Background: an optimization exercise with open tools, aiming at small area and a short achievable clock period. Do not read the settings as production practice. At most, simulation tests tie the RTL to the original design; equivalence was not proved. Only the layout flow was run in runs 3 and 4; the RTL was not checked for function there. No run shown here takes its clock network from TritonCTS; it comes from the design's own scripts or RTL. The clock port is modelled as an ideal driver, which makes a skipped or thinned clock tree look cheaper than it is; a real chip needs a root buffer or a tree. Power is estimated from default activity; no workload was simulated.

==> design/flow/design.v <==
module CRC32_64bKEEP(
    input  [31:0] c,
    input  [63:0] d,
    output [31:0] n
);
wire [31:0] x = c ^ d[31:0];
wire t64 = x[3] ^ x[13];
wire t65 = x[4] ^ d[39];
wire t66 = x[11] ^ d[32];
wire t67 = x[6] ^ x[16];
wire t68 = x[7] ^ x[12];
wire t69 = d[36] ^ d[54];
wire t70 = x[5] ^ x[15];
wire t71 = x[8] ^ d[37];
wire t72 = x[9] ^ d[38];
wire t73 = x[19] ^ d[34];
wire t74 = x[30] ^ d[55];
wire t75 = x[10] ^ d[56];
wire t76 = d[47] ^ t64;
wire t77 = d[35] ^ d[53];
wire t78 = x[1] ^ x[14];
wire t79 = x[31] ^ d[61];
wire t80 = d[45] ^ t66;
wire t81 = d[50] ^ d[57];
wire t82 = d[42] ^ d[58];
wire t83 = d[43] ^ d[59];
wire t84 = d[44] ^ d[60];
wire t85 = d[46] ^ d[62];
wire t86 = d[51] ^ d[63];
wire t87 = x[20] ^ d[40];
wire t88 = x[0] ^ x[2];
wire t89 = x[21] ^ d[41];
wire t90 = x[25] ^ d[52];
wire t91 = x[17] ^ t65;
wire t92 = x[24] ^ x[27];
wire t93 = x[26] ^ x[28];
wire t94 = d[48] ^ t74;
wire t95 = x[18] ^ t70;
wire t96 = x[22] ^ t67;
wire t97 = d[49] ^ t79;
wire t98 = x[29] ^ t69;
wire t99 = d[33] ^ t68;
wire t100 = x[23] ^ d[34];
wire t101 = t77 ^ t89;
wire t102 = x[13] ^ t91;
wire t103 = t75 ^ t97;
wire t104 = x[12] ^ t81;
wire t105 = x[18] ^ d[60];
wire t106 = x[24] ^ t83;
wire t107 = x[23] ^ t84;
wire t108 = x[8] ^ d[62];
wire t109 = t85 ^ t86;
wire t110 = d[35] ^ t78;
wire t111 = t73 ^ t87;
wire t112 = d[36] ^ t88;
wire t113 = d[35] ^ t71;
wire t114 = x[20] ^ t72;
wire t115 = x[19] ^ t65;
wire t116 = t85 ^ t92;
wire t117 = x[16] ^ t90;
wire t118 = d[49] ^ t95;
wire t119 = t82 ^ t99;
wire t120 = x[2] ^ t80;
wire t121 = d[38] ^ d[40];
wire t122 = d[41] ^ d[43];
wire t123 = d[57] ^ d[61];
wire t124 = d[39] ^ d[44];
wire t125 = d[32] ^ d[48];
wire t126 = d[50] ^ d[58];
wire t127 = d[33] ^ d[54];
wire t128 = x[27] ^ t69;
wire t129 = x[11] ^ d[55];
wire t130 = x[31] ^ d[59];
wire t131 = x[0] ^ x[5];
wire t132 = x[22] ^ d[51];
wire t133 = x[7] ^ x[21];
wire t134 = x[25] ^ d[63];
wire t135 = x[4] ^ x[9];
wire t136 = x[10] ^ d[39];
wire t137 = x[12] ^ x[29];
wire t138 = x[26] ^ x[29];
wire t139 = x[3] ^ t72;
wire t140 = d[58] ^ t67;
wire t141 = t71 ^ t78;
wire t142 = t75 ^ t82;
wire t143 = x[26] ^ t107;
wire t144 = d[46] ^ t68;
wire t145 = t93 ^ t98;
wire t146 = t73 ^ t86;
wire t147 = x[14] ^ t88;
wire t148 = d[33] ^ t94;
wire t149 = t87 ^ t101;
wire t150 = d[56] ^ t76;
wire t151 = t70 ^ t103;
wire t152 = d[40] ^ d[57];
wire t153 = x[28] ^ d[34];
wire t154 = x[1] ^ d[56];
wire t155 = d[42] ^ t121;
wire t156 = x[6] ^ x[23];
wire t157 = x[8] ^ d[45];
wire t158 = d[42] ^ t77;
wire t159 = d[44] ^ t125;
wire t160 = x[2] ^ x[11];
wire t161 = x[15] ^ d[46];
wire t162 = x[14] ^ t122;
wire t163 = x[30] ^ t81;
wire t164 = x[11] ^ t83;
wire t165 = x[1] ^ t84;
wire t166 = x[9] ^ x[21];
wire t167 = x[28] ^ x[30];
wire t168 = d[54] ^ t126;
wire t169 = x[5] ^ x[17];
wire t170 = d[37] ^ t130;
wire t171 = t64 ^ t66;
wire t172 = t73 ^ t104;
wire t173 = t89 ^ t154;
wire t174 = t98 ^ t105;
wire t175 = t74 ^ t132;
wire t176 = x[31] ^ t100;
wire t177 = d[38] ^ t106;
wire t178 = x[27] ^ t90;
wire t179 = t67 ^ t93;
wire t180 = x[17] ^ t135;
wire t181 = d[47] ^ t71;
wire t182 = d[59] ^ t92;
wire t183 = t137 ^ t160;
wire t184 = x[24] ^ t138;
wire t185 = d[57] ^ t71;
wire t186 = t68 ^ t109;
wire t187 = t167 ^ t168;
wire t188 = t79 ^ t169;
wire t189 = x[0] ^ t90;
wire t190 = x[22] ^ t108;
wire t191 = d[52] ^ t111;
wire t192 = t91 ^ t110;
wire t193 = t128 ^ t140;
wire t194 = t99 ^ t112;
wire t195 = t96 ^ t113;
wire t196 = t114 ^ t123;
wire t197 = t95 ^ t177;
wire t198 = t133 ^ t141;
wire t199 = t115 ^ t134;
wire t200 = t94 ^ t143;
wire t201 = d[43] ^ t116;
wire t202 = x[16] ^ t76;
wire t203 = x[3] ^ t111;
wire t204 = t76 ^ t113;
wire t205 = t182 ^ t183;
wire t206 = x[25] ^ t80;
wire t207 = t80 ^ t104;
wire t208 = d[48] ^ t96;
wire t209 = t147 ^ t166;
wire t210 = d[32] ^ t146;
wire t211 = x[5] ^ t116;
wire t212 = t129 ^ t149;
wire t213 = d[37] ^ t102;
wire t214 = t119 ^ t196;
wire t215 = t96 ^ t120;
wire t216 = t120 ^ t144;
wire t217 = t72 ^ t150;
wire t218 = t102 ^ t209;
wire t219 = t103 ^ t211;
assign n[0] = ((t191 ^ t192) ^ (t193 ^ (((x[10] ^ t66) ^ t139) ^ t148)));
assign n[1] = (t212 ^ ((t118 ^ t194) ^ (t91 ^ ((t153 ^ t75) ^ t170))));
assign n[2] = (((t172 ^ t173) ^ t195) ^ (t174 ^ ((t131 ^ t155) ^ t171)));
assign n[3] = (t214 ^ (((((t122 ^ x[19]) ^ t156) ^ t110) ^ (t112 ^ t175)) ^ t213));
assign n[4] = ((t176 ^ (t112 ^ t142)) ^ (t198 ^ ((t87 ^ (((d[52] ^ d[62]) ^ t124) ^ t64)) ^ t197)));
assign n[5] = (t215 ^ (((t106 ^ (x[15] ^ (t152 ^ t84))) ^ t199) ^ (t141 ^ (t101 ^ t139))));
assign n[6] = (t216 ^ (t200 ^ ((((d[61] ^ (d[41] ^ d[42])) ^ (x[22] ^ x[6])) ^ (t70 ^ t73)) ^ (t110 ^ t178))));
assign n[7] = ((t150 ^ t194) ^ (t201 ^ (((t157 ^ t158) ^ (x[23] ^ (x[15] ^ x[20]))) ^ (t179 ^ t97))));
assign n[8] = ((t198 ^ t201) ^ (t202 ^ (((t81 ^ t134) ^ t180) ^ (t98 ^ (t153 ^ t159)))));
assign n[9] = (t215 ^ ((((x[1] ^ (t124 ^ t86)) ^ t145) ^ (t178 ^ t181)) ^ (t118 ^ t203)));
assign n[10] = ((((t136 ^ t78) ^ t145) ^ (t89 ^ (((d[37] ^ d[53]) ^ t126) ^ t100))) ^ t216);
assign n[11] = ((t175 ^ (t161 ^ (t127 ^ t155))) ^ (t204 ^ t205));
assign n[12] = (t217 ^ ((t117 ^ t176) ^ (t94 ^ ((t162 ^ t65) ^ (x[28] ^ ((d[36] ^ d[60]) ^ x[12]))))));
assign n[13] = (t213 ^ ((t184 ^ (t159 ^ ((t152 ^ x[14]) ^ t158))) ^ t151));
assign n[14] = (((t163 ^ (((d[33] ^ d[62]) ^ t121) ^ t162)) ^ t118) ^ (t193 ^ t206));
assign n[15] = (((t161 ^ ((d[55] ^ (d[41] ^ d[50])) ^ (t124 ^ x[17]))) ^ t119) ^ (t179 ^ (t146 ^ t170)));
assign n[16] = ((t76 ^ ((t157 ^ t164) ^ t115)) ^ (t148 ^ ((t142 ^ t174) ^ (t78 ^ ((d[51] ^ x[6]) ^ (x[7] ^ x[9]))))));
assign n[17] = (t151 ^ (((t144 ^ t147) ^ (t164 ^ (t84 ^ t135))) ^ ((t185 ^ t94) ^ t191)));
assign n[18] = (t151 ^ (((t114 ^ t140) ^ t207) ^ (t76 ^ ((t108 ^ t165) ^ t101))));
assign n[19] = (t218 ^ ((t119 ^ t208) ^ (t80 ^ (t109 ^ (((d[59] ^ d[61]) ^ t69) ^ (t81 ^ x[10]))))));
assign n[20] = ((t186 ^ ((((d[47] ^ d[60]) ^ t125) ^ (t83 ^ x[13])) ^ ((x[23] ^ x[30]) ^ t128))) ^ (t195 ^ ((t114 ^ t115) ^ t118)));
assign n[21] = ((((t131 ^ t133) ^ (t165 ^ t66)) ^ (t187 ^ t97)) ^ ((t92 ^ ((d[63] ^ x[4]) ^ t100)) ^ t204));
assign n[22] = ((t188 ^ ((d[45] ^ t108) ^ (t132 ^ t136))) ^ (t205 ^ ((t117 ^ t187) ^ t203)));
assign n[23] = ((t189 ^ ((t130 ^ t137) ^ (t156 ^ t74))) ^ (t149 ^ ((t171 ^ t180) ^ (t93 ^ (t105 ^ t109)))));
assign n[24] = ((t208 ^ (((t105 ^ t68) ^ (t82 ^ (d[63] ^ (d[34] ^ d[39])))) ^ (t184 ^ t188))) ^ (t212 ^ t217));
assign n[25] = (t214 ^ ((t64 ^ (t100 ^ t129)) ^ (((x[18] ^ (d[49] ^ t83)) ^ t117) ^ (t173 ^ t190))));
assign n[26] = (t218 ^ ((t143 ^ t172) ^ (t190 ^ (((d[63] ^ t77) ^ t106) ^ t142))));
assign n[27] = ((t96 ^ (((d[45] ^ t123) ^ t107) ^ t189)) ^ ((t102 ^ t148) ^ (t197 ^ t210)));
assign n[28] = (t219 ^ ((t139 ^ ((x[18] ^ x[4]) ^ (x[7] ^ (d[53] ^ t69)))) ^ (t200 ^ t206)));
assign n[29] = (t219 ^ ((t181 ^ (t93 ^ (x[6] ^ (d[55] ^ t127)))) ^ (t199 ^ t207)));
assign n[30] = ((((t163 ^ t75) ^ (x[19] ^ t131)) ^ (t117 ^ t145)) ^ ((t186 ^ t76) ^ t192));
assign n[31] = ((t95 ^ ((t136 ^ t138) ^ (t72 ^ t88))) ^ (t210 ^ (((x[31] ^ (t127 ^ t77)) ^ t185) ^ t202)));
endmodule
`timescale 1ns / 1ps
module TEN_GIG_MAC_RX_PATH #(
    parameter       P_SRC_MAC  = 48'h01_02_03_04_05_06
)(
    input           i_clk               ,
    input           i_rst               ,
    input  [63:0]   i_xgmii_rxd         ,
    input  [7 :0]   i_xgmii_rxc         ,
    input  [47:0]   i_dynamic_src_mac   ,
    input           i_dynamic_src_valid ,
    output [63:0]   m_axis_rdata        ,
    output [79:0]   m_axis_ruser        ,
    output [7 :0]   m_axis_rkeep        ,
    output          m_axis_rlast        ,
    output          m_axis_rvalid       ,
    output          o_crc_error         ,
    output          o_crc_valid
);
reg  [63:0] d1;              
reg  [7 :0] c1;
reg  [31:0] r2;              
always @(posedge i_clk) begin
    d1 <= i_xgmii_rxd;
    c1 <= i_xgmii_rxc;
    r2 <= d1[63:32];
end
wire        fb0 = c1[0] && d1[7 :0 ] == 8'hFB;      
wire        fb4 = c1[4] && d1[39:32] == 8'hFB;      
wire [7:0]  fd;                                     
genvar gi;
generate for (gi = 0; gi < 8; gi = gi + 1) begin : g_fd
    assign fd[gi] = c1[gi] && d1[8*gi+7 -: 8] == 8'hFD;
end endgenerate
reg         loc3;            
reg         sof4d;
reg  [3:0]  fdr;             
always @(posedge i_clk or posedge i_rst) begin
    if (i_rst) begin
        loc3  <= 1'b0;
        sof4d <= 1'b0;
        fdr   <= 4'd0;
    end else begin
        if (fb0)
            loc3 <= 1'b0;
        else if (fb4)
            loc3 <= 1'b1;
        sof4d <= fb4 && !fb0;
        fdr   <= fd[7:4];
    end
end
wire [63:0] acur  = loc3 ? {d1[31:0], r2} : d1;
wire [7 :0] fda   = loc3 ? {fd[3:0], fdr} : fd;
wire        sofa  = fb0 || sof4d;
wire        eofa  = |fda;
wire [2 :0] phia  = {fda[4] | fda[5] | fda[6] | fda[7],
                     fda[2] | fda[3] | fda[6] | fda[7],
                     fda[1] | fda[3] | fda[5] | fda[7]};
reg  [63:0] a2, a3, a4, a5, a6;
reg  [15:0] a7;              
always @(posedge i_clk) begin
    a2 <= acur;
    a3 <= a2;
    a4 <= a3;
    a5 <= a4;
    a6 <= a5;
    a7 <= a6[63:48];
end
assign m_axis_rdata = {a7[7:0], a7[15:8], a6[7:0], a6[15:8], a6[23:16],
                       a6[31:24], a6[39:32], a6[47:40]};
reg         s2, s3, s4;      
reg         e2, e3, e4, e5, e6;  
reg  [2:0]  phi;
reg         busy, cnt1, cnt2, mok, p6, p7, p8, p9;
reg         rv_int, rlast_int, rlast_out, rvalid_out, rl2;
reg  [7:0]  rkeep_out;
reg         k1, k2, chk, crc_out, crc_valid;
reg  [15:0] ulen;
reg  [47:0] local_mac;
wire        r_eof  = (e4 && phi != 3'd7) || (e5 && phi == 3'd7);
wire        kc     = (e3 && phi <= 3'd2) || (e4 && phi >= 3'd3);
wire        clr    = (e3 && phi <= 3'd4) || (e4 && phi >= 3'd5);
wire [47:0] da4    = {a4[7:0], a4[15:8], a4[23:16], a4[31:24], a4[39:32], a4[47:40]};
wire [47:0] da5    = {a5[7:0], a5[15:8], a5[23:16], a5[31:24], a5[39:32], a5[47:40]};
wire [47:0] dst    = loc3 ? da4 : da5;
wire        mac_ok = (&dst) || (dst == local_mac);
wire        mac_at = loc3 ? cnt2 : p6;
reg  [7:0]  kv;
always @(*) begin
    case (phi)
        3'd0: kv = 8'b1111_1100;
        3'd1: kv = 8'b1111_1110;
        3'd2: kv = 8'b1111_1111;
        3'd3: kv = 8'b1000_0000;
        3'd4: kv = 8'b1100_0000;
        3'd5: kv = 8'b1110_0000;
        3'd6: kv = 8'b1111_0000;
        default: kv = 8'b1111_1000;
    endcase
end
always @(posedge i_clk or posedge i_rst) begin
    if (i_rst) begin
        s2 <= 1'b0; s3 <= 1'b0; s4 <= 1'b0;
        e2 <= 1'b0; e3 <= 1'b0; e4 <= 1'b0; e5 <= 1'b0; e6 <= 1'b0;
        phi <= 3'd0;
        busy <= 1'b0; cnt1 <= 1'b0; cnt2 <= 1'b0; mok <= 1'b0;
        p6 <= 1'b0; p7 <= 1'b0; p8 <= 1'b0; p9 <= 1'b0;
        rv_int <= 1'b0; rlast_int <= 1'b0; rlast_out <= 1'b0;
        rvalid_out <= 1'b0; rl2 <= 1'b0;
        k1 <= 1'b0; k2 <= 1'b0; chk <= 1'b0;
        crc_out <= 1'b0; crc_valid <= 1'b0;
        ulen <= 16'd0;
        local_mac <= P_SRC_MAC;
    end else begin
        s2 <= sofa; s3 <= s2; s4 <= s3;
        e2 <= eofa; e3 <= e2; e4 <= e3; e5 <= e4; e6 <= e5;
        if (eofa)
            phi <= phia;
        busy <= !r_eof && (s3 || busy);
        cnt1 <= !r_eof && s3 && !busy;
        cnt2 <= !r_eof && cnt1;
        if (mac_at)
            mok <= mac_ok;
        p6 <= cnt2; p7 <= p6; p8 <= p7; p9 <= p8;
        if (rlast_int)
            rv_int <= 1'b0;
        else if (p7 && mok)
            rv_int <= 1'b1;
        rlast_int  <= rv_int && kc;
        rlast_out  <= rlast_int;
        rvalid_out <= rv_int;
        rl2        <= rlast_out;
        k1 <= clr; k2 <= k1; chk <= k2;
        if (chk)
            crc_out <= 1'b0;
        else if (rv_int)
            crc_out <= 1'b1;
        crc_valid <= chk && crc_out;
        if (rl2)
            ulen <= 16'd1;
        else if (p9 || ulen != 16'd1)
            ulen <= ulen + 16'd1;
        if (i_dynamic_src_valid)
            local_mac <= i_dynamic_src_mac;
    end
end
wire [63:0] nxt_rdata = {a6[55:48], a6[63:56], a5[7:0], a5[15:8], a5[23:16],
                         a5[31:24], a5[39:32], a5[47:40]};
reg  [63:0] st;
always @(posedge i_clk) begin
    rkeep_out <= rlast_int ? kv : 8'hFF;
    if (p7)
        st <= nxt_rdata;
end
reg  [31:0] crc;
reg         crc_err;
wire [31:0] crc_nxt;
reg  [31:0] kres;
always @(*) begin
    case (phi)
        3'd0: kres = 32'hc37bc775;
        3'd1: kres = 32'h7749d4fa;
        3'd2: kres = 32'h4ee46c06;
        3'd3: kres = 32'he0ef52e5;
        3'd4: kres = 32'h3abbfb0d;
        3'd5: kres = 32'h0eaac366;
        3'd6: kres = 32'h714b540f;
        default: kres = 32'hfad18643;
    endcase
end
CRC32_64bKEEP u_crc (.c(crc), .d(a4), .n(crc_nxt));
wire [31:0] crc_x = crc ^ kres;
reg  [3:0]  crc_m;
always @(posedge i_clk) begin
    crc <= s4 ? 32'hFFFF_FFFF : crc_nxt;
    crc_m <= {~|crc_x[31:24], ~|crc_x[23:16], ~|crc_x[15:8], ~|crc_x[7:0]};
    if (e6)
        crc_err <= !(&crc_m);
end
assign m_axis_rvalid = rvalid_out;
assign m_axis_rlast  = rlast_out;
assign m_axis_rkeep  = rkeep_out;
assign m_axis_ruser  = {ulen, st};
assign o_crc_valid   = crc_valid;
assign o_crc_error   = crc_err;
endmodule
==> design/flow/flow/run.sh <==
#!/bin/bash
set -euo pipefail
W=$(pwd)
MARGIN=6.35
CLUSTER=30
DIAM=80
export DONT_BUFFER_PORTS=1
export PRE_GLOBAL_PLACE_TCL=$W/flow/ports.tcl
export CTS_ARGS="-sink_clustering_enable -repair_clock_nets -dont_use_dummy_load -buf_list {sky130_fd_sc_hd__clkbuf_8 sky130_fd_sc_hd__clkbuf_16} -root_buf sky130_fd_sc_hd__clkbuf_16 -sink_clustering_size $CLUSTER -sink_clustering_max_diameter $DIAM"
NLEAF=34
if [[ $NLEAF != 0 ]]; then export PRE_CTS_TCL=$W/flow/cts.tcl; fi
if [[ $MARGIN != 0 ]]; then export SETUP_SLACK_MARGIN=$MARGIN; fi
bash standard.sh > $W/standard_flow.log 2>&1
==> design/flow/flow/cts.tcl <==
proc my_two_level_cts {nroot nleaf leafcell rootcell} {
  set block [ord::get_db_block]
  set db [ord::get_db]
  set clknet [$block findNet i_clk]
  set sinks {}
  foreach it [$clknet getITerms] {
    set inst [$it getInst]
    set loc [$inst getLocation]
    lappend sinks [list $it [lindex $loc 0] [lindex $loc 1]]
  }
  set n [llength $sinks]
  set sorted [lsort -real -index 1 $sinks]
  set cents {}
  for {set k 0} {$k < $nleaf} {incr k} {
    set s [lindex $sorted [expr {int(($k + 0.5) * $n / $nleaf)}]]
    lappend cents [list [lindex $s 1] [lindex $s 2]]
  }
  # k-means with at most cap registers per cluster: registers are assigned
  # in order of their distance to the nearest centre, each to the nearest
  # centre that still has room
  set cap [expr {int(ceil(1.12 * $n / $nleaf))}]
  for {set iter 0} {$iter < 30} {incr iter} {
    set order {}
    set i 0
    foreach s $sinks {
      set ds {}
      for {set k 0} {$k < $nleaf} {incr k} {
        set c [lindex $cents $k]
        lappend ds [list $k [expr {abs([lindex $s 1] - [lindex $c 0]) + abs([lindex $s 2] - [lindex $c 1])}]]
      }
      set ds [lsort -real -index 1 $ds]
      lappend order [list $i [lindex $ds 0 1] $ds]
      incr i
    }
    set sumx [lrepeat $nleaf 0.0]; set sumy [lrepeat $nleaf 0.0]; set cnt [lrepeat $nleaf 0]
    set assign [lrepeat $n 0]
    foreach o [lsort -real -index 1 $order] {
      set i [lindex $o 0]
      foreach kd [lindex $o 2] {
        set k [lindex $kd 0]
        if {[lindex $cnt $k] < $cap} { break }
      }
      set s [lindex $sinks $i]
      lset assign $i $k
      lset sumx $k [expr {[lindex $sumx $k] + [lindex $s 1]}]
      lset sumy $k [expr {[lindex $sumy $k] + [lindex $s 2]}]
      lset cnt $k [expr {[lindex $cnt $k] + 1}]
    }
    for {set k 0} {$k < $nleaf} {incr k} {
      if {[lindex $cnt $k] > 0} {
        lset cents $k [list [expr {[lindex $sumx $k] / [lindex $cnt $k]}] [expr {[lindex $sumy $k] / [lindex $cnt $k]}]]
      }
    }
  }
  puts "clock tree: $n registers, $nleaf leaf clusters, sizes [lsort -integer $cnt]"
  # group the leaf clusters into nroot groups (k-means on their centres)
  set lc {}
  for {set k 0} {$k < $nleaf} {incr k} {
    if {[lindex $cnt $k] > 0} { lappend lc [list $k {*}[lindex $cents $k]] }
  }
  set nl [llength $lc]
  set sortedl [lsort -real -index 1 $lc]
  set rc {}
  for {set r 0} {$r < $nroot} {incr r} {
    set s [lindex $sortedl [expr {int(($r + 0.5) * $nl / $nroot)}]]
    lappend rc [list [lindex $s 1] [lindex $s 2]]
  }
  set rcap [expr {int(ceil(1.0 * $nl / $nroot))}]
  for {set iter 0} {$iter < 30} {incr iter} {
    set order {}
    foreach l $lc {
      set ds {}
      for {set r 0} {$r < $nroot} {incr r} {
        set c [lindex $rc $r]
        lappend ds [list $r [expr {abs([lindex $l 1] - [lindex $c 0]) + abs([lindex $l 2] - [lindex $c 1])}]]
      }
      set ds [lsort -real -index 1 $ds]
      lappend order [list $l [lindex $ds 0 1] $ds]
    }
    set rsx [lrepeat $nroot 0.0]; set rsy [lrepeat $nroot 0.0]; set rcnt [lrepeat $nroot 0]
    array unset rof
    foreach o [lsort -real -index 1 $order] {
      set l [lindex $o 0]
      foreach kd [lindex $o 2] {
        set r [lindex $kd 0]
        if {[lindex $rcnt $r] < $rcap} { break }
      }
      set rof([lindex $l 0]) $r
      lset rsx $r [expr {[lindex $rsx $r] + [lindex $l 1]}]
      lset rsy $r [expr {[lindex $rsy $r] + [lindex $l 2]}]
      lset rcnt $r [expr {[lindex $rcnt $r] + 1}]
    }
    for {set r 0} {$r < $nroot} {incr r} {
      if {[lindex $rcnt $r] > 0} {
        lset rc $r [list [expr {[lindex $rsx $r] / [lindex $rcnt $r]}] [expr {[lindex $rsy $r] / [lindex $rcnt $r]}]]
      }
    }
  }
  puts "clock tree: $nroot root buffers driving [lsort -integer $rcnt] leaf buffers"
  set rootm [$db findMaster $rootcell]
  set leafm [$db findMaster $leafcell]
  for {set r 0} {$r < $nroot} {incr r} {
    if {[lindex $rcnt $r] == 0} { continue }
    set root [odb::dbInst_create $block $rootm clktree_root_$r]
    set rnet($r) [odb::dbNet_create $block clktree_root_net_$r]
    $rnet($r) setSigType CLOCK
    [$root findITerm A] connect $clknet
    [$root findITerm X] connect $rnet($r)
    set c [lindex $rc $r]
    $root setLocation [expr {int([lindex $c 0])}] [expr {int([lindex $c 1])}]
    $root setPlacementStatus PLACED
  }
  foreach l $lc {
    set k [lindex $l 0]
    set leaf [odb::dbInst_create $block $leafm clktree_leaf_$k]
    set lnet [odb::dbNet_create $block clktree_leaf_net_$k]
    $lnet setSigType CLOCK
    [$leaf findITerm A] connect $rnet($rof($k))
    [$leaf findITerm X] connect $lnet
    $leaf setLocation [expr {int([lindex $l 1])}] [expr {int([lindex $l 2])}]
    $leaf setPlacementStatus PLACED
    set leaves($k) $lnet
  }
  set i 0
  foreach s $sinks {
    set it [lindex $s 0]
    $it disconnect
    $it connect $leaves([lindex $assign $i])
    incr i
  }
}

my_two_level_cts 4 34 sky130_fd_sc_hd__clkbuf_16 sky130_fd_sc_hd__clkbuf_16

# the tree is built: the step's clock_tree_synthesis call only sets the
# clock propagated, as TritonCTS leaves it
rename clock_tree_synthesis my_unused_clock_tree_synthesis
proc clock_tree_synthesis {args} {
  puts "clock tree built by flow/cts.tcl; TritonCTS not run"
  set_propagated_clock [all_clocks]
}
==> design/flow/flow/ports.tcl <==
# Sourced before global placement (PRE_GLOBAL_PLACE_TCL). The standard step
# removes the synthesis buffers and then buffers every port; here the port
# buffering (DONT_BUFFER_PORTS=1 skips the standard one) follows
# remove_buffers directly, with buf_1 on inputs and buf_2 on outputs.
rename remove_buffers my_std_remove_buffers
proc remove_buffers {args} {
  my_std_remove_buffers {*}$args
  buffer_ports -inputs -buffer_cell sky130_fd_sc_hd__buf_1
  buffer_ports -outputs -buffer_cell sky130_fd_sc_hd__buf_2
}
==> design/flow/standard.sh <==
#!/bin/bash
# synth_recipe.tcl (not shown) runs the flow's synth.tcl, then flattens the netlist and writes it again
# the make line also repeats each setting of config.mk as NAME=value (left out here)
make -C /OpenROAD-flow-scripts/flow DESIGN_CONFIG=/design/flow/config.mk WORK_HOME=/design/flow/orfs CLKGATE_MAP_FILE= SYNTH_SCRIPT=/design/flow/synth_recipe.tcl "${@:-finish}"
==> design/flow/config.mk <==
export PLATFORM = sky130hd
export DESIGN_NAME = TEN_GIG_MAC_RX_PATH
export DESIGN_NICKNAME = TEN_GIG_MAC_RX_PATH
export VERILOG_FILES = /design/flow/design.v
export SDC_FILE = /design/flow/constraint.sdc
export NUM_CORES = 4
export LEC_CHECK = 0
export CAP_MARGIN = 20
export CORE_MARGIN = 2
export CORE_UTILIZATION = 60
export SLEW_MARGIN = 20
==> design/flow/constraint.sdc <==
create_clock -name core_clock -period 9.0 [get_ports {i_clk}]
set_input_delay 1.8000 -clock core_clock [delete_from_list [all_inputs] [get_ports {i_clk}]]
set_output_delay 1.8000 -clock core_clock [all_outputs]
set_load 0.01 [all_outputs]
==> results of run 1 <==
==> how the worst max path moves through the flow <==
stage	from	endpoint	slack, ns	cells after the start
after detailed placement	i_rst	loc3	5.79	4
after global placement	i_rst	loc3	5.78	4
after global routing	ulen[13]	m_axis_ruser[77]	6.22	1
after floorplan	i_rst	busy	6.03	1
final	ulen[13]	m_axis_ruser[77]	6.24	1
after CTS	ulen[7]	m_axis_ruser[71]	6.23	1
==> metrics by stage <==
stage | power (µW) | cell area, µm² | instances | utilization (%)
finish | 13200 | 27200 | 2515 | 68.6
global route | 13700 | 27200 | 2515 | 68.6
CTS | 12900 | 26800 | 2502 | 67.6
detailed placement | 11200 | 25400 | 2445 | 64.1
global placement | 11200 | 25400 | 2445 | 64.1
floorplan | 9490 | 24000 | 1735 | -
==> power groups by stage <==
stage          combinational (µW)  sequential (µW)  clock (µW)
4_1_cts                      7560             3710        1610
5_1_grt                      8250             3760        1710
3_3_place_gp                 7380             3770           0
3_5_place_dp                 7390             3780           0
2_1_floorplan                5930             3570           0
6_report                     7850             3740        1590
==> cells by family after synthesis <==
logic type	Yosys count
flip-flops	647
XOR/XNOR	442
AND/OR/NAND/NOR	257
multiplexers	178
buffers and inverters	121
AO/OA/AOI/OAI	84
adder cells (fa/ha/maj)	5
other	1
==> layer usage <==
layer / up-vias / track usage [%] / wire (µm)
met3: 105 / 4.10 / 5310
met1: 6821 / 42.8 / 26900
li1: 6312 / - / -
met2: 636 / 47.1 / 28700
met4: 0 / 8.15 / 2000
met5: - / 0 / 0
==> final cells by class <==
| cell class | count | area share, % |
|---|---|---|
| multi-input combinational | 967 | 35.3 |
| buffer | 38 | 3.50 |
| tap | 525 | 2.42 |
| inverter | 12 | 0.207 |
| timing repair buffer | 326 | 6.52 |
| sequential | 647 | 52.1 |
==> state kept, by name, indices dropped and copies added (netlist names), 48 cells and up <==
signal     count
a4            64
a5            64
st            64
a3            64
a6            64
local_mac     48
a2            64
d1            64
==> worst register-to-register path: stages (launching register included) <==
cell                       delay [ns]
sky130_fd_sc_hd__dfxtp_1         0.51
sky130_fd_sc_hd__xor2_4          0.39
sky130_fd_sc_hd__xor3_2          0.56
sky130_fd_sc_hd__xor2_1          0.36
sky130_fd_sc_hd__xnor2_1         0.25
sky130_fd_sc_hd__xnor3_1         0.47
sky130_fd_sc_hd__nand2b_1        0.07
==> placed cells by master (no fill, tap or decap), types with 5 or more instances in the layout <==
cell and count:
sky130_fd_sc_hd__buf_6 21, sky130_fd_sc_hd__mux2i_1 66, sky130_fd_sc_hd__nand2_1 35, sky130_fd_sc_hd__xnor2_4 7, sky130_fd_sc_hd__nand2b_1 21, sky130_fd_sc_hd__inv_1 8, sky130_fd_sc_hd__xnor3_2 12, sky130_fd_sc_hd__dfrtp_1 84
sky130_fd_sc_hd__clkbuf_16 38, sky130_fd_sc_hd__xnor2_1 178, sky130_fd_sc_hd__xor2_2 11, sky130_fd_sc_hd__xnor2_2 30, sky130_fd_sc_hd__buf_1 121, sky130_fd_sc_hd__nor2b_1 13, sky130_fd_sc_hd__mux2_2 112, sky130_fd_sc_hd__nor3_1 24
sky130_fd_sc_hd__xor2_4 6, sky130_fd_sc_hd__nor3b_1 5, sky130_fd_sc_hd__xor3_1 9, sky130_fd_sc_hd__nand3_1 31, sky130_fd_sc_hd__ha_1 5, sky130_fd_sc_hd__nor2_1 48, sky130_fd_sc_hd__buf_2 136, sky130_fd_sc_hd__xor2_1 119
sky130_fd_sc_hd__o22ai_1 6, sky130_fd_sc_hd__dfstp_2 9, sky130_fd_sc_hd__dfxtp_2 36, sky130_fd_sc_hd__o21ai_0 20, sky130_fd_sc_hd__edfxtp_1 65, sky130_fd_sc_hd__nand4_1 31, sky130_fd_sc_hd__and3_1 12, sky130_fd_sc_hd__buf_4 43
sky130_fd_sc_hd__dfxtp_1 447, sky130_fd_sc_hd__nor4_1 20, sky130_fd_sc_hd__a21oi_1 24, sky130_fd_sc_hd__xnor3_1 68, sky130_fd_sc_hd__a31oi_1 5
==> what timing repair did <==
action                     in CTS  in global routing
setup endpoints to repair     167                177
gates resized for setup        59                 50
pin swaps                       2                  5
buffers inserted               19                 13
==> results.txt, run 1 <==
Status
The flow ran to the end and the layout has no timing, DRC or antenna violations.

STA
After routing, the total negative slack on setup checks comes to 0 ns. In this run the tightest slew margin relative to its limit is 31.0%. Clock skew on the completed layout was measured at 0.0514 ns. The total count of hold-check failures in the final report is 0. The maximum clock frequency is 363 MHz.

Dividing the final minimum period by the clock period gives 30.6%. Across all hold checks on the routed design, the worst slack comes to 0.306 ns. Setup violations remaining at the end of the flow were counted as 0. Setup repair after global routing could not meet its margin everywhere. The worst setup slack after layout is 6.24 ns. The max-slew violation total from the final report is 0. The worst path needs 2.76 ns of the cycle, external delays included. The transition at the pin with the smallest max-transition slack is 1.03 ns.

Layout
The fraction of final layout cells sized beyond drive strength 1 is 24.1%. The filler cell count is 2920. 0 antenna diodes ended up in the layout. In the final layout, the multi-input gates occupy 9590 µm².

The sequential cells in the finished layout cover a total of 14200 µm². Relative to the synthesized area, the layout overhead comes to 13.3%. For this run, the post-layout net count is 2120.

GRT
The via count of the first global-routing pass was 13400. The number of antenna violations at the first check in global routing is 4. The leftover overflow at the end of global routing is 0.

The first global-routing pass estimated 89500 µm of wire. The maximum number of pins on one net before global-route repair is 76. Across every metal layer, demand over resource in global routing totals 29.6%.

Route
The count of antenna-violating nets left after detailed routing is 0. The final route contains 13900 vias. After detailed routing, the number of remaining DRC violations is 0. The detailed router finished its first iteration with 1302 violations.

Dividing the detail-routed wire length by the instance count gives 25.0 µm. The final layout contains routed wiring with a total length of 62900 µm. The per-cell via count in the routed design is 5.52. The first-pass detailed-route iteration total is 7.

Synthesis
Sorting the synthesized cells by how often they occur yields sky130_fd_sc_hd__dfxtp_1, sky130_fd_sc_hd__xnor2_1, sky130_fd_sc_hd__xor2_1. By instance count, the leading cell after synthesis is sky130_fd_sc_hd__dfxtp_1. The main combinational cell family by area after synthesis is XOR/XNOR gates. The synthesized netlist devotes 2.22% of its cell area to compound gates. The share of the Yosys chip area taken by registers is 58.8%. The count of flip-flops with a built-in enable after synthesis is 65.

The number of nets handed over by synthesis was 1863. The synthesized design devotes to its leading area cell type 40.3% of total area. For this run, the number of Yosys warnings is 1. The number of flip-flops and latches in the synthesized netlist is 647. Summing the areas of all fa, ha and maj instances in the mapped netlist gives 0.261% of the synthesized area.

The simple-gate area share of the yosys netlist is 5.67%. Counting flops with an async set or reset pin after synthesis yields a share of 15.3%. In the synthesized netlist, mux cells make up 8.01% of the area.

By area the synthesized netlist is led by sky130_fd_sc_hd__dfxtp_1, sky130_fd_sc_hd__dfrtp_1, sky130_fd_sc_hd__edfxtp_1. The synthesized design spends more area on one cell type than any other, namely sky130_fd_sc_hd__dfxtp_1. A synthesized cell averages 13.8 µm². The number of different library cells in the post-synthesis netlist is 66. Of the total synthesized cell area, the portion taken by XOR and XNOR cells is 22.3%. Synthesis produced a netlist whose cell count is 1735.

The dominant synthesized flop cell is sky130_fd_sc_hd__dfxtp_1. The post-synthesis instance area is 24000 µm².

Pwr
Across the VDD grid, the largest voltage drop is 317 µV. The combinational power share is 59.5%. The power density of the placed cells is 485 nW/µm². Summed over all cells, the static leakage comes to 0.0114 µW. The proportion of total power due to net switching is 37.7%. Internal power comes to 8210 µW. The power share of the sequential group is 28.4%. In this run, the clock network consumes 12.1% of the power. Summed over all nets, the switching power comes to 4970 µW.

Critical path
The number of cells on the worst reg-to-reg path is 6. On the worst path, the slowest cell contributes a delay of 0.41 ns. The worst setup path is launched from a flop. The arrival time reported for the critical path endpoint is 0.96 ns. The startpoint of the worst-slack reg-to-reg timing path is a4[13]. The end of the worst register-to-register path is crc[7]. The cell with the largest stage delay on the worst path is sky130_fd_sc_hd__dfrtp_1. Walking the worst path, the cells encountered are buf_2. The class of the most critical setup path is flop to output port. The buffers plus inverters on the worst setup path is 1. In this run the worst path has a maximum fanout of 2. The kind of end point of the critical path is an output port. The reg2reg setup slack is 6.33 ns. In this design, the largest share of critical-path delay is due to flip-flops.

The required time of the critical path is 7.20 ns.

Flow run
Across the run, the number of max-cap violations was 0.

Placed design
The placed wire-length estimate after detailed placement is 47700 µm. Buffers placed on the I/O ports in this run total 277. The post-placement setup slack is 5.79 ns. Routability-driven placement finished with a final weighted congestion of 1.03.

Floorplan
The boundary pin count is 279. In this run the vertical extent of the chip is 204 µm. The core area is 39600 µm². The die covers 41600 µm². The cell row count is 73.

The die is 204 µm wide. For this configuration, the core starts out at a cell density of 60.6%.

Clock network
After clock tree synthesis, the clock-pin slew on the worst setup and hold paths is 0.08 ns. The number of buffers inserted by hold repair at cts is 0. For the worst-skew pair, the clock arrives at the later sink with an insertion delay of 0.39 ns.

Min path
The depth of the worst hold-timing path is 0. The path class of the lowest-slack min-delay path is flop to flop. The endpoint of the worst hold-timing path is a3[28].

The startpoint identified for the worst hold timing path is a2[28].
==> run 2, diff against run 1 <==
--- a/design/flow/flow/run.sh
+++ b/design/flow/flow/run.sh
@@ -9,3 +9,3 @@
 export CTS_ARGS="-sink_clustering_enable -repair_clock_nets -dont_use_dummy_load -buf_list {sky130_fd_sc_hd__clkbuf_8 sky130_fd_sc_hd__clkbuf_16} -root_buf sky130_fd_sc_hd__clkbuf_16 -sink_clustering_size $CLUSTER -sink_clustering_max_diameter $DIAM"
-NLEAF=34
+NLEAF=26
 if [[ $NLEAF != 0 ]]; then export PRE_CTS_TCL=$W/flow/cts.tcl; fi
--- a/design/flow/flow/cts.tcl
+++ b/design/flow/flow/cts.tcl
@@ -132,3 +132,3 @@
 
-my_two_level_cts 4 34 sky130_fd_sc_hd__clkbuf_16 sky130_fd_sc_hd__clkbuf_16
+my_two_level_cts 4 26 sky130_fd_sc_hd__clkbuf_16 sky130_fd_sc_hd__clkbuf_16
 
--- a/design/flow/config.mk
+++ b/design/flow/config.mk
@@ -11 +11,2 @@
 export SLEW_MARGIN = 20
+export TNS_END_PERCENT = 30
==> results.txt, run 2 <==
Status
The run finished with no timing, DRC or antenna violations.

Synthesis
The most common cell in the synthesized netlist is sky130_fd_sc_hd__dfxtp_1. By area the synthesized netlist is led by sky130_fd_sc_hd__dfxtp_1, sky130_fd_sc_hd__dfrtp_1, sky130_fd_sc_hd__edfxtp_1. The number of warnings reported in the yosys synthesis log is 1 (unchanged). The area share of the largest cell type after synthesis is 40.3% (unchanged). The dominant synthesized flop cell is sky130_fd_sc_hd__dfxtp_1. The number of nets produced by synthesis is 1863 (unchanged). The number of different library cells in the post-synthesis netlist is 66 (unchanged). The share of the yosys chip area belonging to registers is 58.8% (unchanged).

The post-synthesis instance area is 24000 µm² (unchanged). The gate count after technology mapping is 1735 (unchanged). The synthesized design spends more area on one cell type than any other, namely sky130_fd_sc_hd__dfxtp_1. The count of flip-flops with a built-in enable after synthesis is 65 (unchanged).

The number of flip-flops and latches in the synthesized netlist is 647 (unchanged). The average size of a mapped cell came to 13.8 µm² (unchanged). The commonest cells after synthesis are sky130_fd_sc_hd__dfxtp_1, sky130_fd_sc_hd__xnor2_1, sky130_fd_sc_hd__xor2_1. The fraction of registers with async set or reset after synthesis is 15.3% (unchanged).

Critical path
The critical path launch point type is a flop. Walking the worst path, the cells encountered are buf_6. The maximum fanout count along the critical path is 5 (+3). The required time of the critical path is 7.20 ns (about the same). The arrival time reported for the critical path endpoint is 0.98 ns (+0.02 ns). The startpoint of the worst-slack reg-to-reg timing path is a4[11]. Grouping stages by cell kind, the critical path spends the most delay in flip-flops. The largest stage delay on the critical path is 0.47 ns (+0.06 ns). In this run the worst setup path begins at ulen[7]. The class of the most critical setup path is flop to output port.

The buffers plus inverters on the worst setup path came to 1 (unchanged). STA classifies the critical path endpoint as an output port. The slowest stage of the critical path belongs to the cell sky130_fd_sc_hd__dfrtp_2.

GRT
The global routing met3 resource utilization came to 6.01% (+1.9 points). The global-route wire length before repair is 88200 µm (-1.4%). The maximum number of pins on one net before global-route repair is 75 (-1.3%). The leftover overflow at the end of global routing is 0 (unchanged). The routing usage on met1 was 42.6% (-0.21 points). met2 is the most crowded layer. The via count of the first global-routing pass is 13200 (-1.3%).

The total global routing track utilization was 29.4% (-0.19 points). The met2 usage in global routing is 44.8% (-2.4 points). The number of antenna violations at the first check in global routing is 3 (-1).

Pwr
The power density of the placed cells is 487 nW/µm² (+0.43%). The static power due to leakage is 0.0113 µW (-1.1%). The worst voltage drop across the vdd grid is 309 µV (-2.6%).

Layout
The footprint of the multi-input gates was 9670 µm² (+0.86%). The final core area utilization was 68.1% (-0.46 points). Relative to the synthesized area, the layout overhead comes to 12.5%. The filler cell count was 2940 (+0.68%). The fraction of final layout cells sized beyond drive strength 1 is 24.1% (+0.035 points). The final-stage net count came to 2113 (-0.33%). The total area of sequential cells came to 14200 µm² (about the same). The most common library cell in the layout ignoring fill and taps is sky130_fd_sc_hd__dfxtp_1. In the layout the commonest cells are sky130_fd_sc_hd__dfxtp_1, sky130_fd_sc_hd__xnor2_1, sky130_fd_sc_hd__buf_2.

Min path
The tightest min-delay check is of the flop to flop type. The worst hold path begins at a3[53].

Route
The routed length per placed instance is 24.8 µm (-0.95%). The count of antenna-violating nets left after detailed routing came to 0 (unchanged). The per-cell via count in the routed design is 5.50 (-0.35%).

The first-pass detailed-route iteration total was 5 (-2). The total length of routed wires is 62200 µm (-1.2%). The via count is 13800 (-0.55%).

The number of design-rule violations left by the first detailed-router iteration was 1196 (-8.1%). The count of unresolved DRC violations after routing is 0 (unchanged).

Floorplan
The die area is 41600 µm² (unchanged). The cell row count is 73 (unchanged). The starting density of the core came to 60.6% (unchanged). The boundary pin count is 279 (unchanged).

The overall die width is 204 µm (unchanged). The core area was 39600 µm² (unchanged). The vertical extent of the die was 204 µm (unchanged).

STA
The final-layout worst hold slack came to 0.328 ns (+0.0218 ns). The worst setup slack after layout is 6.22 ns (-0.0240 ns). The total negative slack came to 0 ns (unchanged).

Setup repair after global routing could not meet its margin everywhere. The max-slew violation total from the final report was 0 (unchanged). The transition at the pin with the smallest max-transition slack is 1.03 ns (-0.00854 ns). The number of failing setup endpoints in the final timing report was 0 (unchanged). The total count of hold-check failures in the final report came to 0 (unchanged).

The maximum clock frequency is 360 MHz (-0.87%). The relative slew slack is 31.6% (+0.57 points). The final critical-path share of the clock period is 30.9% (+0.27 points). The setup skew after layout is 0.0447 ns (-0.00670 ns).

The clock period minus final worst setup slack was 2.78 ns (+0.0240 ns).

Flow run
The number of maximum-capacitance violations is 0 (unchanged).

Clock network
The clock-pin slew reported for the worst setup and hold paths after clock tree synthesis is 0.10 ns (+0.02 ns). The clock latency on the worst-skew pair came to 0.37 ns (-0.02 ns).

Placed design
The placed wire-length estimate after detailed placement is 47400 µm (-0.60%). The count of buffers inserted at the top-level ports is 277 (unchanged). The global placer's final weighted congestion is 0.974 (-5.4%). The post-placement setup slack is 5.57 ns (-0.225 ns).
## run 2: cell count changes in the layout (fill, tap and decap cells not counted), sizes merged
cell,delta
clkbuf,-8
diode,+2
clkinvlp,+1
## run 2: what timing repair did
action,CTS,global route
buffers inserted,5,30
cloned,1,0
endpoints found under the setup margin,180,128
resized for setup,37,72
pin swaps,2,4
hold buffers,0,0
## run 2: worst paths after layout
check,to,slack (ns),cells after the start
max,m_axis_ruser[71],6.22,1
min,a4[53],0.33,0
max reg2reg,crc[9],6.32,6
min reg2reg,a4[53],0.33,0
max in group asynchronous,loc3,6.49,3
min in group asynchronous,local_mac[17],1.58,2
## run 2: cells by family (layout without fill, tap and decap cells)
kind of cell / after synthesis / count (layout) / share of synthesized area [%]
DFF: 647 / 647 / 58.8
adders and majority gates: 5 / 5 / 0.261
other: 1 / 3 / 0.0156
muxes: 178 / 178 / 8.01
buffers and inverters: 121 / 369 / 2.71
AOI/OAI and AO/OA: 84 / 84 / 2.22
xor gates and xnor gates: 442 / 442 / 22.3
and+or+nand+nor: 257 / 257 / 5.67
## run 2: layout make-up
type,count,area share [%]
Sequential cell,647,52.5
Timing Repair Buffer,326,6.27
Buffer,30,2.78
Inverter,12,0.208
Multi-Input combinational cell,967,35.8
Timing Repair inverter,1,0.0278
Tap cell,525,2.43
Antenna cell,2,0.0185
## run 2: where the power goes
group / switching, µW / leakage, µW / internal (µW)
combinational: 3840 / 0.00505 / 4160
sequential: 413 / 0.00587 / 3330
clock: 800 / 0.000370 / 602
total: 5050 / 0.0113 / 8090
## run 2: per-layer routing
| metal | up-vias | part of all wire (%) |
|---|---|---|
| li1 | 6305 | - |
| met1 | 6766 | 44 |
| met2 | 611 | 44 |
| met3 | 116 | 8.4 |
| met4 | 0 | 3.5 |
| met5 | - | 0 |
## run 2: stage by stage
stage          total power (µW)  cells  cell area, µm²
5_1_grt                   13700   2508           27000
4_1_cts                   12900   2478           26400
2_1_floorplan              9490   1735           24000
3_3_place_gp              11300   2442           25400
3_5_place_dp              11300   2442           25400
6_report                  13100   2510           27000
==> run 3, diff against run 2 <==
--- a/design/flow/design.v
+++ b/design/flow/design.v
@@ -265,3 +265,3 @@
 reg         s2, s3, s4;      
-reg         e2, e3, e4, e5, e6;  
+reg         e2, e3, e4, e5;  
 reg  [2:0]  phi;
@@ -297,3 +297,3 @@
         s2 <= 1'b0; s3 <= 1'b0; s4 <= 1'b0;
-        e2 <= 1'b0; e3 <= 1'b0; e4 <= 1'b0; e5 <= 1'b0; e6 <= 1'b0;
+        e2 <= 1'b0; e3 <= 1'b0; e4 <= 1'b0; e5 <= 1'b0;
         phi <= 3'd0;
@@ -309,3 +309,3 @@
         s2 <= sofa; s3 <= s2; s4 <= s3;
-        e2 <= eofa; e3 <= e2; e4 <= e3; e5 <= e4; e6 <= e5;
+        e2 <= eofa; e3 <= e2; e4 <= e3; e5 <= e4;
         if (eofa)
@@ -364,10 +364,7 @@
 end
-CRC32_64bKEEP u_crc (.c(crc), .d(a4), .n(crc_nxt));
-wire [31:0] crc_x = crc ^ kres;
-reg  [3:0]  crc_m;
+CRC32_64bKEEP u_crc (.c(crc), .d(a3), .n(crc_nxt));
 always @(posedge i_clk) begin
-    crc <= s4 ? 32'hFFFF_FFFF : crc_nxt;
-    crc_m <= {~|crc_x[31:24], ~|crc_x[23:16], ~|crc_x[15:8], ~|crc_x[7:0]};
-    if (e6)
-        crc_err <= !(&crc_m);
+    crc <= s3 ? 32'hFFFF_FFFF : crc_nxt;
+    if (e4)
+        crc_err <= crc != kres;
 end
@@ -375,3 +372,3 @@
 assign m_axis_rlast  = rlast_out;
-assign m_axis_rkeep  = rkeep_out;
+assign m_axis_rkeep  = {1'b1, rkeep_out[6:0]};    
 assign m_axis_ruser  = {ulen, st};
--- a/design/flow/config.mk
+++ b/design/flow/config.mk
@@ -11,2 +11 @@
 export SLEW_MARGIN = 20
-export TNS_END_PERCENT = 30
==> results.txt, run 3 <==
Status
The run finished with no timing, DRC or antenna violations.

Pwr
The internal cell power is 8440 µW (+4.3%). The power density of the placed cells is 479 nW/µm² (-1.6%). The static power due to leakage was 0.0114 µW (+0.64%). The switching power total is 4690 µW (-7.2%). The power share of the sequential group was 28.6% (about the same).

The clock share of power is 10.6% (about the same). The proportion of total power due to net switching is 35.7% (-2.7 points). The worst voltage drop across the vdd grid is 354 µV (+15%). The combinational power share is 60.8% (about the same).

Floorplan
The die area is 41800 µm² (+0.36%). The vertical extent of the die was 204 µm (+0.18%). The overall die width is 204 µm (+0.18%). The boundary pin count was 279 (unchanged). The core area is 39600 µm² (unchanged). The cell row count came to 73 (unchanged).

The starting density of the core is 60.8% (+0.22 points).

Critical path
The signal on the critical path passes through buf_2. The maximum fanout count along the critical path is 1 (-4). The worst setup path is captured at an output port. The reg2reg setup slack is 6.33 ns (about the same).

The arrival time reported for the critical path endpoint is 0.92 ns (-0.06 ns). The worst reg2reg path depth came to 6 (unchanged). The buffers plus inverters on the worst setup path was 1 (unchanged).

The class of the most critical setup path is flop to output port. The worst setup path is launched from a flop. The required time of the critical path came to 7.20 ns (about the same). The largest stage delay on the critical path is 0.39 ns (-0.08 ns). The startpoint of the worst-slack reg-to-reg timing path is loc3. The end of the worst register-to-register path is mok. On the critical path the largest part of the delay comes from flip-flops. The slowest stage of the critical path is the sky130_fd_sc_hd__edfxtp_1 cell.

Synthesis
The count of flip-flops with a built-in enable after synthesis is 65 (unchanged). In the post-synthesis netlist, the biggest area contributors are sky130_fd_sc_hd__dfxtp_1, sky130_fd_sc_hd__xnor2_1, sky130_fd_sc_hd__dfrtp_1. The number of different library cells in the post-synthesis netlist is 68 (+3.0%). The biggest area contributor in the post-synthesis netlist is sky130_fd_sc_hd__dfxtp_1.

Counting instances in the post-synthesis netlist gives the leading cell types as sky130_fd_sc_hd__dfxtp_1, sky130_fd_sc_hd__xnor2_1, sky130_fd_sc_hd__mux2_2. The fraction of registers with async set or reset after synthesis is 15.1% (-0.17 points). In the post-synthesis netlist, the cell with the most instances is sky130_fd_sc_hd__dfxtp_1.

The share of the yosys chip area belonging to registers was 58.0% (-0.75 points). The number of flip-flops and latches in the synthesized netlist is 641 (-0.93%). The gate count after technology mapping is 1729 (-0.35%). The number of warnings reported in the yosys synthesis log is 1 (unchanged). The post-synthesis instance area is 24100 µm² (+0.36%). The number of nets produced by synthesis came to 1857 (-0.32%). The area share of the largest cell type after synthesis is 39.8% (-0.48 points).

The dominant synthesized flop cell is sky130_fd_sc_hd__dfxtp_1. The average size of a mapped cell is 13.9 µm² (+0.71%).

Route
The count of unresolved DRC violations after routing is 0 (unchanged). The routed length per placed instance came to 24.2 µm (-2.4%). The total length of routed wires was 61000 µm (-1.9%). The number of design-rule violations left by the first detailed-router iteration came to 1080 (-9.7%). The per-cell via count in the routed design is 5.44 (-1.1%). The first-pass detailed-route iteration total is 7 (+2).

The via count is 13700 (-0.60%). The count of antenna-violating nets left after detailed routing is 0 (unchanged).

STA
The final critical-path share of the clock period is 30.2% (-0.68 points). The total count of hold-check failures in the final report is 0 (unchanged). The total negative slack is 0 ns (unchanged).

The maximum clock frequency is 368 MHz (+2.2%). The max-slew violation total from the final report was 0 (unchanged). The relative slew slack came to 36.2% (+4.6 points). The setup skew after layout is 0.0781 ns (+0.0334 ns). The final-layout worst hold slack is 0.301 ns (-0.0262 ns). The number of failing setup endpoints in the final timing report is 0 (unchanged). Setup repair after global routing could not meet its margin everywhere. The clock period minus final worst setup slack was 2.72 ns (-0.0610 ns). The transition at the pin with the smallest max-transition slack was 0.958 ns (-0.0685 ns).

GRT
The maximum number of pins on one net before global-route repair is 70 (-6.7%). The via count of the first global-routing pass came to 13400 (+1.6%). The number of antenna violations at the first check in global routing is 2 (-1).

The global-route wire length before repair is 87300 µm (-1.0%). The total global routing track utilization is 28.7% (-0.69 points). The leftover overflow at the end of global routing is 0 (unchanged).

Layout
The filler cell count is 2825 (-3.9%). From synthesis to final layout, the design area changed by 13.8%. The total area of sequential cells is 14100 µm² (-0.83%).

The count of inserted antenna diode cells is 0 (-2). The footprint of the multi-input gates is 9970 µm² (+3.1%). The fraction of final layout cells sized beyond drive strength 1 is 24.8% (+0.73 points).

The library cell used most frequently in the layout, excluding fill and tap cells, is sky130_fd_sc_hd__dfxtp_1. The top cell types in the final layout, fill and taps aside, are sky130_fd_sc_hd__dfxtp_1, sky130_fd_sc_hd__xnor2_1, sky130_fd_sc_hd__buf_2. The final-stage net count is 2127 (+0.66%).

Min path
The launch point of the worst hold path is a4[49]. The depth of the worst hold-timing path was 0 (unchanged). For hold timing, the worst endpoint is a5[49].

The path class of the lowest-slack min-delay path is flop to flop.

Flow run
The number of maximum-capacitance violations was 0 (unchanged).

Placed design
The placed wire-length estimate after detailed placement is 46000 µm (-3.0%). The global placer's final weighted congestion is 1.04 (+6.8%). The count of buffers inserted at the top-level ports is 277 (unchanged).

Clock network
The clock-pin slew reported for the worst setup and hold paths after clock tree synthesis is 0.10 ns (about the same). The clock latency on the worst-skew pair is 0.38 ns (about the same).
## run 3: cells by family (layout without fill, tap and decap cells)
logic type	count (synthesis)	in the layout	share of synthesized area, %
AO/OA/AOI/OAI	105	105	2.77
XOR/XNOR	448	448	23.0
adder cells (fa/ha/maj)	6	6	0.301
buffers and inverters	111	379	2.54
flip-flops	641	641	58.0
multiplexers	170	170	7.66
other	1	1	0.0156
AND/OR/NAND/NOR	247	247	5.65
## run 3: worst max path at each step
stage                       to  startpoint  cells after the start
3_3_place_gp               mok        loc3                      7
2_1_floorplan             busy       i_rst                      1
6_report       m_axis_ruser[7]       st[7]                      1
5_1_grt                    mok        loc3                      6
4_1_cts                    mok        loc3                      7
3_5_place_dp               mok        loc3                      7
## run 3: final cells by class
class | instances | share of cell area [%]
well taps | 525 | 2.40
plain buffers | 30 | 2.74
multi-input cells | 977 | 36.4
flip-flops and latches | 641 | 51.2
inverters | 13 | 0.233
repair buffers | 336 | 7.02
## run 3: power groups by stage
| stage | clock network (µW) | registers (µW) | logic (µW) |
|---|---|---|---|
| finish | 1390 | 3750 | 7980 |
| floorplan | 0 | 3560 | 6180 |
| detailed placement | 0 | 3780 | 7550 |
| CTS | 1420 | 3720 | 7800 |
| global route | 1520 | 3770 | 8450 |
| global placement | 0 | 3770 | 7480 |
## run 3: what timing repair did
action | CTS | global route
setup endpoints to repair | 154 | 168
resized for setup | 77 | 67
hold buffers | 0 | 0
cloned | 1 | 2
pin swaps | 7 | 9
hold endpoints to repair | 0 | 0
buffers inserted | 31 | 17
## run 3: routing by layer
layer | track usage (%) | part of all wire [%]
met1 | 40.0 | 42
met2 | 45.1 | 45
met3 | 5.74 | 8.2
met4 | 10.1 | 4.4
met5 | 0 | 0
## run 3: stage by stage
| stage | instances | setup slack (ns) | total power (µW) | area (µm²) | utilization (%) |
|---|---|---|---|---|---|
| after floorplan | 1729 | 6.06 | 9740 | 24100 | - |
| after global placement | 2441 | 5.55 | 11300 | 25500 | 64.3 |
| after detailed placement | 2441 | 5.45 | 11300 | 25500 | 64.3 |
| after CTS | 2503 | 6.18 | 12900 | 26900 | 67.8 |
| after global routing | 2522 | 6.22 | 13700 | 27400 | 69.2 |
| final | 2522 | 6.28 | 13100 | 27400 | 69.2 |
==> run 4, diff against run 3 <==
--- a/design/flow/config.mk
+++ b/design/flow/config.mk
@@ -9,3 +9,3 @@
 export CORE_MARGIN = 2
-export CORE_UTILIZATION = 60
+export CORE_UTILIZATION = 70
 export SLEW_MARGIN = 20
==> results.txt, run 4 <==
Status
The flow ran to the end and the layout has no timing, DRC or antenna violations.

Floorplan
The vertical extent of the die is 190 µm (-7.3%). The cell row count is 67 (-8.2%). The overall die width came to 190 µm (-7.3%). The boundary pin count is 279 (unchanged). The die area came to 35900 µm² (-14%).

The core area was 33700 µm² (-15%). The starting density of the core is 71.5% (+11 points).

Synthesis
The average size of a mapped cell was 13.9 µm² (unchanged). The number of flip-flops and latches in the synthesized netlist is 641 (unchanged). The share of the yosys chip area belonging to registers is 58.0% (unchanged).

Sorting the synthesized cells by how often they occur yields sky130_fd_sc_hd__dfxtp_1, sky130_fd_sc_hd__xnor2_1, sky130_fd_sc_hd__mux2_2. The simple-gate area share of the yosys netlist is 5.65% (unchanged). In the post-synthesis netlist, the biggest area contributors are sky130_fd_sc_hd__dfxtp_1, sky130_fd_sc_hd__xnor2_1, sky130_fd_sc_hd__dfrtp_1.

The number of warnings reported in the yosys synthesis log is 1 (unchanged). The compound-gate portion of the synthesized area is 2.77% (unchanged). The count of flip-flops with a built-in enable after synthesis is 65 (unchanged). The fraction of synthesized cell area in xor and xnor cells was 23.0% (unchanged). sky130_fd_sc_hd__dfxtp_1 takes more of the synthesized area than any other cell. The gate count after technology mapping is 1729 (unchanged). The number of nets produced by synthesis is 1857 (unchanged). The arithmetic-cell share of the synthesized area counting full adders, half adders and majority gates came to 0.301% (unchanged). The fraction of registers with async set or reset after synthesis is 15.1% (unchanged). The main combinational cell family by area after synthesis is XOR/XNOR gates.

For this run, the leading register cell type out of synthesis is sky130_fd_sc_hd__dfxtp_1. The post-synthesis instance area is 24100 µm² (unchanged). The multiplexer fraction of the synthesized cell area is 7.66% (unchanged).

The number of different library cells in the post-synthesis netlist was 68 (unchanged). The area share of the largest cell type after synthesis is 39.8% (unchanged). The most frequently used cell type in the post-synthesis netlist is sky130_fd_sc_hd__dfxtp_1.

Flow run
The number of maximum-capacitance violations was 0 (unchanged).

Route
The count of unresolved DRC violations after routing is 0 (unchanged). The count of antenna-violating nets left after detailed routing was 0 (unchanged). The routed length per placed instance was 27.4 µm (+13%). The total length of routed wires is 66800 µm (+9.6%). The number of design-rule violations left by the first detailed-router iteration came to 1558 (+44%). The via count came to 14700 (+6.9%). The first-pass detailed-route iteration total is 7 (unchanged). The per-cell via count in the routed design came to 6.00 (+10%).

GRT
The number of antenna violations at the first check in global routing is 4 (+2). The via count of the first global-routing pass is 14600 (+8.7%). The leftover overflow at the end of global routing was 0 (unchanged).

The total global routing track utilization is 36.1% (+7.4 points). The maximum number of pins on one net before global-route repair is 67 (-4.3%). The global-route wire length before repair is 94400 µm (+8.2%).

STA
The relative slew slack is 30.5% (-5.7 points). The clock period minus final worst setup slack is 2.75 ns (+0.0296 ns). The total negative slack is 0 ns (unchanged).

The final critical-path share of the clock period was 30.5% (+0.33 points). The transition at the pin with the smallest max-transition slack is 1.03 ns (+0.0757 ns). The maximum clock frequency is 364 MHz (-1.1%). The setup skew after layout is 0.0590 ns (-0.0190 ns). The total count of hold-check failures in the final report is 0 (unchanged). The final-layout worst hold slack came to 0.303 ns (+0.00146 ns). The max-slew violation total from the final report came to 0 (unchanged). The number of failing setup endpoints in the final timing report is 0 (unchanged). Setup repair after global routing could not meet its margin everywhere.

Clock network
The clock-pin slew reported for the worst setup and hold paths after clock tree synthesis is 0.09 ns (about the same). The clock latency on the worst-skew pair is 0.37 ns (about the same). The number of buffers inserted by hold repair at cts is 0 (unchanged).

Placed design
The count of buffers inserted at the top-level ports came to 277 (unchanged). The number of placed instances, taps included is 2364 (-3.2%). The placed wire-length estimate after detailed placement is 46800 µm (+1.8%). The global placer's final weighted congestion is 1.04 (+0.30%).

Pwr
The worst voltage drop across the vdd grid is 379 µV (+6.9%). The static power due to leakage is 0.0113 µW (-0.48%). The power density of the placed cells is 487 nW/µm² (+1.7%).

Layout
The number of cells in the finished layout apart from fillers came to 2442 (-3.2%). The final-stage net count was 2123 (-0.19%). The fraction of final layout cells sized beyond drive strength 1 was 24.4% (-0.45 points).

The most common library cell in the layout ignoring fill and taps is sky130_fd_sc_hd__dfxtp_1. In the layout the commonest cells are sky130_fd_sc_hd__dfxtp_1, sky130_fd_sc_hd__xnor2_1, sky130_fd_sc_hd__buf_2. Relative to the synthesized area, the layout overhead comes to 13.0%. The filler cell count is 1821 (-36%).

Critical path
Among all stages on the critical path, the largest delay is contributed by sky130_fd_sc_hd__xnor3_1. The worst setup path is launched from a flop. Walking the worst path, the cells encountered are xnor3_1, xor2_2, xnor3_1, xnor2_1, nand2b_1. The kind of cell with the highest combined delay along the critical path is XOR/XNOR gates.

The most numerous cell type found on the critical path is sky130_fd_sc_hd__xnor3_1. The maximum fanout count along the critical path is 6 (+5). The required time of the critical path is 9.23 ns (+2.03 ns). The arrival time reported for the critical path endpoint came to 2.97 ns (+2.05 ns). The worst setup path is captured at a flop. The critical path is of the flop to flop type. The largest stage delay on the critical path was 0.63 ns (+0.24 ns). The buffers plus inverters on the worst setup path is 0 (-1).

Min path
The min-delay analysis places its worst path in the category flop to flop.
-- run 4: path summary, 6_finish.rpt --
kind	slack, ns	from	to	cells past startpoint
min in group asynchronous	1.46	i_rst	ulen[10]	2
hold reg to reg	0.30	a4[54]	a5[54]	0
setup reg to reg	6.25	crc[9]	crc[25]	5
hold / removal	0.30	a4[54]	a5[54]	0
setup / recovery	6.25	crc[9]	crc[25]	5
max in group asynchronous	6.67	i_rst	loc3	3
-- run 4: cell families after synthesis --
group | count (synthesis)
flip-flops | 641
other | 1
AND/OR/NAND/NOR | 247
buffers and inverters | 111
AO/OA/AOI/OAI | 105
adder cells (fa/ha/maj) | 6
multiplexers | 170
XOR/XNOR | 448
-- run 4: area by class of cell --
cell class / count / area, µm² / share of cell area (%)
multi-input cells: 977 / 9880 / 36.3
repair buffers: 331 / 1900 / 6.99
flip-flops and latches: 641 / 14000 / 51.6
plain buffers: 30 / 751 / 2.76
inverters: 13 / 67.6 / 0.248
diodes: 1 / 2.50 / 0.00919
well taps: 448 / 561 / 2.06
repair inverters: 1 / 5.00 / 0.0184
-- run 4: per-layer routing --
layer  vias up  global-route usage [%]  wire (µm)
met1      7214                    48.6      25300
met4         0                    12.8       3160
met3       186                    6.06       6600
li1       6363                       -          -
met2       894                    59.8      31800
met5         -                       0          0
-- run 4: worst reg2reg max path, cell delays in order, from the launching register on --
cell and delay (ns):
sky130_fd_sc_hd__dfxtp_2 0.52, sky130_fd_sc_hd__xnor3_1 0.64, sky130_fd_sc_hd__xor2_2 0.42, sky130_fd_sc_hd__xnor3_1 0.55
sky130_fd_sc_hd__xnor2_1 0.40, sky130_fd_sc_hd__nand2b_1 0.11
-- run 4: per-stage QoR --
stage | power (µW) | worst slack (ns) | utilization, % | cell area (µm²)
3_3_place_gp | 11300 | 5.69 | 75.4 | 25400
4_1_cts | 13000 | 6.21 | 79.5 | 26800
3_5_place_dp | 11400 | 5.61 | 75.4 | 25400
2_1_floorplan | 9740 | 6.06 | - | 24100
6_report | 13300 | 6.25 | 80.8 | 27200
5_1_grt | 13800 | 6.23 | 80.8 | 27200
-- run 4: where the power goes --
| group | total [µW] | switching, µW | internal (µW) |
|---|---|---|---|
| sequential | 3760 | 441 | 3310 |
| combinational | 8100 | 3590 | 4510 |
| clock | 1400 | 802 | 602 |
-- run 4: repair_timing --
action                                  in CTS  in global routing
resized for setup                           63                 71
endpoints found under the setup margin     175                118
setup buffers                               34                 10
gates cloned                                 1                  2
pin swaps                                    4                  4

static timing again, ports no longer ideal:
Ports are ideal in the flow. The routed layouts listed here were re-timed in OpenROAD. Step 1 assumes that a clkbuf_16 drives the clock port and a buf_2 every other input. Step 2 adds t to the input delays and takes it off the output delays; t is the mean of the earliest and latest rising clock arrival at the registers after step 1. Input paths then give back, and output paths get back, about the clock's delay inside the block. Slacks: ideal / step 1 / step 2; pairs: ideal / step 1.
| run | t, ns | setup slack, ns | worst setup path after step 2 | worst register clock-pin slew, ns | worst slew at a driven data input, ns |
|---|---|---|---|---|---|
| run 1 | 0.477 | 6.244 / 6.133 / 6.032 | input to register | 0.09 / 0.09 | 0.07 |
| run 2 | 0.474 | 6.220 / 6.097 / 6.059 | input to register | 0.10 / 0.10 | 0.07 |
| run 3 | 0.473 | 6.281 / 6.153 / 6.072 | input to register | 0.10 / 0.10 | 0.05 |
| run 4 | 0.468 | 6.252 / 6.139 / 6.035 | input to register | 0.11 / 0.11 | 0.07 |
After both steps setup and hold are still met in every run listed. For run 4, which loses most, drivers alone change the setup slack by -0.113 ns; drivers and shift together by -0.217 ns.
